Source: an optimization exercise on an open RTL-to-GDS flow (aim: small area). Production flows keep margins and buffers that such runs may drop.
In this exercise RTL edits were held to simulation tests only and were not proved equivalent to the original.

==> 08-14 <==
## Fir
module Fir#(
	parameter	DATA_WIDTH = 32
)(
	input						clk,
	input						reset_n,
	input						control,
	input	[DATA_WIDTH - 1: 0] b,
	input	[DATA_WIDTH - 1: 0] x,
	output reg	[DATA_WIDTH - 1: 0]	data_out
);
Settings: LEC_CHECK=0, ABC_AREA=1, CAP_MARGIN=20, CORE_MARGIN=2, CORE_UTILIZATION=50, PLACE_DENSITY=0.65, SLEW_MARGIN=20, SYNTH_HIERARCHICAL=1, SYNTH_MINIMUM_KEEP_SIZE=0; clock period 13.0 ns.
standard.sh (not shown) runs the stock make flow with config.mk's settings and CLKGATE_MAP_FILE= SYNTH_SCRIPT=/design/flow/synth_recipe.tcl, a recipe that flattens the netlist after the stock synthesis.
==> flow/flow/run.sh <==
#!/bin/bash
# Own flow: the standard synthesis (standard.sh synth), then the combinational
# logic between that synthesis's registers, full/half adders and tie cells mapped
# again by ABC for area (flow/remap.tcl; registers, their names and cell types are
# kept), then the standard layout (standard.sh finish) on that netlist.
# Each tool's output goes to a log file of its own in this folder.
set -euo pipefail
R="orfs/results/${FLOW_PLATFORM}/Fir/base"
bash standard.sh synth > synth.log 2>&1
cp "$R/1_2_yosys.v" "$R/1_2_yosys_standard.v"
YOSYS="${YOSYS_EXE:-}"
if [[ -z "$YOSYS" || ! -x "$YOSYS" ]]; then
  YOSYS="$(command -v yosys || true)"
fi
if [[ -z "$YOSYS" ]]; then
  YOSYS="$FLOW_HOME/../tools/install/yosys/bin/yosys"
fi
REMAP_IN="$R/1_2_yosys_standard.v" REMAP_OUT="$R/1_2_yosys_remap.v" \
REMAP_LIB="$FLOW_HOME/platforms/$FLOW_PLATFORM/lib/sky130_fd_sc_hd__tt_025C_1v80.lib" \
REMAP_ABC="$PWD/flow/area.abc" REMAP_TOP="$FLOW_TOP" \
  "$YOSYS" -c flow/remap.tcl > remap.log 2>&1
cp "$R/1_2_yosys_remap.v" "$R/1_2_yosys.v"
rm -f "$R/1_synth.odb" "$R/1_synth.sdc"
# Ports keep their buffers, as the standard flow gives them; the smallest buffer cell is used.
# The clock tree is built as the standard flow builds it, without dummy loads.
bash standard.sh finish "BUFFER_PORTS_ARGS=-buffer_cell sky130_fd_sc_hd__buf_1" \
  "CTS_ARGS=-sink_clustering_enable -repair_clock_nets -dont_use_dummy_load -sink_clustering_size 24 -sink_clustering_max_diameter 100" \
  > layout.log 2>&1
==> flow/flow/area.abc <==
strash
dch
amap
topo
==> flow/flow/remap.tcl <==
# Map the combinational logic of the standard synthesis's netlist again, for area.
# Registers, full/half adders and tie cells stay as they are (black boxes here).
yosys -import
set lib $::env(REMAP_LIB)
set top $::env(REMAP_TOP)
read_liberty -ignore_miss_func $lib
blackbox sky130_fd_sc_hd__fa_* sky130_fd_sc_hd__ha_* sky130_fd_sc_hd__*df* sky130_fd_sc_hd__*dl* sky130_fd_sc_hd__conb_*
read_verilog $::env(REMAP_IN)
hierarchy -check -top $top
tee -o remap_stat_before.txt stat -liberty $lib
flatten
opt_clean -purge
opt
set dont_use {}
foreach c {probe_p_8 probec_p_8 lpflow_* } {
  lappend dont_use -dont_use sky130_fd_sc_hd__$c
}
abc -script $::env(REMAP_ABC) -liberty $lib {*}$dont_use
opt_clean -purge
setundef -zero
hilomap -singleton -hicell sky130_fd_sc_hd__conb_1 HI -locell sky130_fd_sc_hd__conb_1 LO
splitnets
opt_clean -purge
insbuf -buf sky130_fd_sc_hd__buf_4 A X
tee -o remap_stat_after.txt stat -liberty $lib
tee -o remap_check.txt check
select -module $top
write_verilog -noattr -nohex -nodec -selected $::env(REMAP_OUT)
==> 02-01: changes against 08-14 <==
==> flow/run.sh (new file) <==
#!/bin/bash
# synth_recipe.tcl (not shown) runs the flow's synth.tcl, then flattens the netlist and writes it again
# the make line also repeats each setting of config.mk as NAME=value (left out here)
make -C /OpenROAD-flow-scripts/flow DESIGN_CONFIG=/design/flow/config.mk WORK_HOME=/design/flow/orfs CLKGATE_MAP_FILE= SYNTH_SCRIPT=/design/flow/synth_recipe.tcl finish
CTS_CLUSTER_DIAMETER = 80   (was not set)
CTS_CLUSTER_SIZE = 20   (was not set)
removed: flow/flow/run.sh
removed: flow/flow/area.abc
removed: flow/flow/remap.tcl
removed: flow/standard.sh
==> 02-25: changes against 08-14 <==
--- a/flow/flow/run.sh
+++ b/flow/flow/run.sh
@@ -23,6 +23,3 @@
 rm -f "$R/1_synth.odb" "$R/1_synth.sdc"
-# Ports keep their buffers, as the standard flow gives them; the smallest buffer cell is used.
-# The clock tree is built as the standard flow builds it, without dummy loads.
-bash standard.sh finish "BUFFER_PORTS_ARGS=-buffer_cell sky130_fd_sc_hd__buf_1" \
-  "CTS_ARGS=-sink_clustering_enable -repair_clock_nets -dont_use_dummy_load -sink_clustering_size 24 -sink_clustering_max_diameter 100" \
-  > layout.log 2>&1
+# ports keep their buffers, as the standard flow gives them; the smallest buffer cell is used
+bash standard.sh finish "BUFFER_PORTS_ARGS=-buffer_cell sky130_fd_sc_hd__buf_1" > layout.log 2>&1
CTS_BUF_LIST = sky130_fd_sc_hd__clkbuf_8   (was not set)
==> summary of the runs <==
02-25 finished with timing, DRC and antenna clean. 08-14 produced a clean layout. 02-01 ran to the end with no violations. Fmax: 02-01 is larger than 08-14 (about 12%). In flip-flop and latch count, 02-25 and 02-01 do not differ. Register-to-register slack, lowest first: 08-14, 02-25, 02-01. Against 08-14, the global-route usage of 02-01 is lower by 3.8 points. Wire length, lowest first: 08-14, 02-25, 02-01.
==> figures <==
Run status: 02-01 finished clean; 08-14 finished clean; 02-25 finished clean
Die Y: 02-01 479 µm; 08-14 461 µm; 02-25 461 µm
Share of final layout cell area taken by non-clock buffers: 02-01 0.0375; 08-14 0.0353; 02-25 0.0350
Final Core Density: 02-01 0.530; 08-14 0.548; 02-25 0.555
CTS clk-pin slew, worst paths: 02-01 80 ps; 08-14 90 ps; 02-25 60 ps
Routed length on met1: 02-01 219,000 µm; 08-14 203,000 µm; 02-25 202,000 µm
Post-route insts no fill: 02-01 13,385; 08-14 14,358; 02-25 14,536
Tcrit/Tclk final: 02-01 0.873; 08-14 0.978; 02-25 0.974
Number of signal-net inverters in the final layout: 02-01 409; 08-14 208; 02-25 208

[re-timing with driven ports]
In the flow no input, the clock included, has a driving cell. The finished layouts below were timed again as built, in two steps.
Step 1: set_driving_cell puts a clkbuf_16 on clk and a buf_2 on each other input, an assumption about the parent block.
Step 2 moves the port delays by t, midway between the first and last clock arrival at a register: inputs arrive t later, outputs are due t later. That takes back most of the time a late clock gives input paths.
Slacks: ideal ports / drivers / drivers and shift; pairs: ideal ports / drivers.
run	t (ns)	setup WS [ns]	worst setup path after step 2	slew at the worst register clock pin (ns)	worst data-port slew with drivers (ns)
08-14	0.893	0.283 / 0.283 / 0.283	register to register	0.11 / 0.11	0.05
02-01	0.857	1.652 / 1.652 / 1.652	register to register	0.09 / 0.09	0.08
02-25	1.089	0.343 / 0.343 / 0.343	register to register	0.09 / 0.09	0.05
After both steps every run listed still meets setup and hold.
